This is an optimization exercise on Yosys and OpenROAD, whose aim is small area, not a production implementation.
The RTL was checked by simulation tests, not by an equivalence proof against the original design.
The clock input has no modelled driver; a real chip could not lean on it and would need a root buffer or a full tree.
Power and IR drop assume default switching activity.

==> flow/design.v (excerpt) <==
module TX_MAC (
	TX_CLK,
	SYS_RST,
	TX_START,
	TX_BUSY,
	GMII_TXD,
	GMII_TX_EN,
	CONTROL_IN
);
Size in the first run: ~260 cells after synthesis, ~21 I/O pins, about 2400 um2 of cells after synthesis.
==> module TX_MAC, before the edit <==
module TX_MAC (
	TX_CLK,
	SYS_RST,
	TX_START,
	TX_BUSY,
	GMII_TXD,
	GMII_TX_EN,
	CONTROL_IN
);
input wire TX_CLK;
input wire SYS_RST;
input wire TX_START;
output wire TX_BUSY;
output wire [7:0] GMII_TXD;
output wire GMII_TX_EN;
input wire [7:0] CONTROL_IN;
reg tx_start_d;
reg tx_start_dd;
reg pre;	 
reg pay_f;	 
reg tail_f;	 
reg [7:0] cnt;
reg [7:0] hold;		 
wire [31:0] crc_out;
wire idle = ~(pre | pay_f | tail_f);
wire pay = pay_f & ~tail_f;
wire pad = pay_f & tail_f;
wire tail = tail_f & ~pay_f;
wire crc_reset = idle | (pre & ~cnt[3]);
crc inst_crc(
  .data_in(GMII_TXD),
  .crc_en(1'b1),
  .crc_out(crc_out),
  .rst(crc_reset),
  .clk(TX_CLK)
);
always @(posedge TX_CLK) begin
	if(SYS_RST)
		tx_start_d <= 1'b0;
	else
		tx_start_d <= TX_START;
	tx_start_dd <= tx_start_d;
end
wire pre_first = pre & (cnt[3:0] == 4'd0);
wire pre_55 = pre & ~cnt[3] & (cnt[2:0] != 3'd0);
wire pre_sfd = pre & cnt[3] & ~cnt[0];
wire pre_len = pre & cnt[3] & cnt[0];
wire out_hold = pre_len | (tail & ~cnt[3] & ~(cnt[2] & (cnt[1] | cnt[0])));	 
wire out_55 = pre_55 | pre_sfd;
assign TX_BUSY = ~idle;
assign GMII_TX_EN = ~idle & ~pre_first;
assign GMII_TXD = ({8{pay}} & cnt) | ({8{out_hold}} & hold) |
		  {pre_sfd, out_55, 1'b0, out_55, 1'b0, out_55, 1'b0, out_55};
wire min_len = cnt[7] | cnt[6] | (cnt[5] & cnt[4] & (cnt[3] | cnt[2] | cnt[1]));	 
wire pay_end = pay & (cnt == hold);
wire to_tail = (pay_end & min_len) | (pad & (cnt[5:0] == 6'd50));
always @(posedge TX_CLK) begin
	if(SYS_RST) begin
		pre <= 1'b0;
		pay_f <= 1'b0;
		tail_f <= 1'b0;
	end
	else begin
		pre <= (idle & tx_start_d & ~tx_start_dd) | (pre & ~pre_len);
		pay_f <= pre_len | (pay_f & ~to_tail);
		tail_f <= (pay_end & ~min_len) | (pad & ~to_tail) | to_tail | (tail & ~cnt[4]);
	end
end
wire h_ctl = pre & (cnt[2:0] == 3'd7);
wire h_keep = (pre & cnt[3]) | (pay & ~pay_end);
wire h_b0 = to_tail;
wire h_b1 = tail & (cnt[3:0] == 4'd1);
wire h_b2 = tail & (cnt[3:0] == 4'd2);
wire h_b3 = tail & (cnt[3:0] == 4'd3);
always @(posedge TX_CLK) begin
	cnt <= ({8{~idle & ~pre_len & ~to_tail}} & (cnt + 1'b1)) | {7'd0, to_tail};
	hold <= ({8{h_ctl}} & CONTROL_IN) | ({8{h_keep}} & hold) |
		({8{h_b0}} & crc_out[7:0]) | ({8{h_b1}} & crc_out[15:8]) |
		({8{h_b2}} & crc_out[23:16]) | ({8{h_b3}} & crc_out[31:24]);
end
endmodule
clock: 8.0 ns
lec_check: 0
cap_margin: 20
core_margin: 2
core_utilization: 40
gpl_timing_driven: 0
slew_margin: 20
standard.sh (not shown) runs the stock make flow with config.mk's settings and CLKGATE_MAP_FILE= SYNTH_SCRIPT=/design/flow/synth_recipe.tcl, a recipe that flattens the netlist after the stock synthesis.
==> flow/flow/run.sh <==
#!/bin/bash
# The standard flow (standard.sh) with changes that only affect how the
# logic is mapped and sized:
#  - synthesis is synth_recipe.tcl unchanged except that ABC maps with an
#    area-oriented script (flow/abc_area.script, see flow/abc_proc.tcl);
#  - port buffers use the smallest buffer cell (buf_1);
#  - combinational cells are swapped to their smallest drive strength right
#    after floorplanning (flow/downsize.tcl); the later repair steps upsize
#    again where timing, slew or capacitance need it;
set -e
HERE=$(pwd)
export FLOW_ABC_SCRIPT="$HERE/flow/abc_area.script"
{ head -n 1 synth_recipe.tcl; cat flow/abc_proc.tcl; tail -n +2 synth_recipe.tcl; } > my_synth.tcl
sed "s|SYNTH_SCRIPT=[^ ]*synth_recipe.tcl|SYNTH_SCRIPT=$HERE/my_synth.tcl|" standard.sh > my_standard.sh
grep -q "SYNTH_SCRIPT=$HERE/my_synth.tcl" my_standard.sh
export BUFFER_PORTS_ARGS="-buffer_cell sky130_fd_sc_hd__buf_1"
export POST_FLOORPLAN_TCL="$HERE/flow/downsize.tcl"
export CTS_ARGS="-sink_clustering_enable -repair_clock_nets -dont_use_dummy_load -buf_list sky130_fd_sc_hd__clkbuf_8"
export PRE_CTS_TCL="$HERE/flow/clkroot.tcl"
bash my_standard.sh > standard.log 2>&1
Other scripts of this flow, unchanged in this note and not shown: flow/flow/abc_area.script, flow/flow/abc_proc.tcl, flow/flow/clkroot.tcl, flow/flow/downsize.tcl
Edit:
--- a/flow/design.v
+++ b/flow/design.v
@@ -113,13 +113,16 @@
   .rst(crc_reset),
   .clk(TX_CLK)
 );
 always @(posedge TX_CLK) begin
-	if(SYS_RST)
+	if(SYS_RST) begin
 		tx_start_d <= 1'b0;
-	else
+		tx_start_dd <= 1'b0;
+	end
+	else begin
 		tx_start_d <= TX_START;
-	tx_start_dd <= tx_start_d;
+		tx_start_dd <= tx_start_d;
+	end
 end
 wire pre_first = pre & (cnt[3:0] == 4'd0);
 wire pre_55 = pre & ~cnt[3] & (cnt[2:0] != 3'd0);
 wire pre_sfd = pre & cnt[3] & ~cnt[0];
@@ -145,9 +148,9 @@
 		tail_f <= (pay_end & ~min_len) | (pad & ~to_tail) | to_tail | (tail & ~cnt[4]);
 	end
 end
 wire h_ctl = pre & (cnt[2:0] == 3'd7);
-wire h_keep = (pre & cnt[3]) | (pay & ~pay_end);
+wire h_keep = (pre & ~h_ctl) | (pay & ~pay_end) | pad & ~to_tail;
 wire h_b0 = to_tail;
 wire h_b1 = tail & (cnt[3:0] == 4'd1);
 wire h_b2 = tail & (cnt[3:0] == 4'd2);
 wire h_b3 = tail & (cnt[3:0] == 4'd3);
Result: Core utilization is lower by 0.18 points. Maximum frequency increases by 3.7%. Cell count goes down by 1.1%. Worst setup slack improved by 0.18 ns. Die area went up by about 0.5%. Synthesized area went up by about 0.5%. Sequential share of layout area hardly moves. Wire length fell by 2.8%. First-iteration DRC count drops by about 18%. Flip-flop and latch count is unchanged. Hold slack is better by 0.065 ns. Critical path depth is unchanged. Global-route usage drops by 0.65 points. Total power rose by about 1.8%.

==> what the ideal ports hide <==
The results above use ideal ports. As a check the final layouts listed here were re-extracted and re-timed, cells and wires unchanged.
Step 1 (the two cells are an assumption about what drives the block):
set clk [get_ports {TX_CLK}]
set_driving_cell -lib_cell sky130_fd_sc_hd__clkbuf_16 $clk
set_driving_cell -lib_cell sky130_fd_sc_hd__buf_2 [delete_from_list [all_inputs] $clk]
Step 2 moves the port delays by t, midway between the first and last clock arrival at a register: inputs arrive t later, outputs are due t later. That takes back most of the time a late clock gives input paths.
Three values: no drivers, after step 1, after step 2; two values: the first two.
run | t (ns) | setup slack, ns | slew at the worst register clock pin (ns)
the first run | 0.201 | 2.886 / 2.886 / 2.886 | 0.11 / 0.11
the second run | 0.195 | 3.067 / 3.067 / 3.067 | 0.09 / 0.09
After both steps every run listed still meets setup and hold.
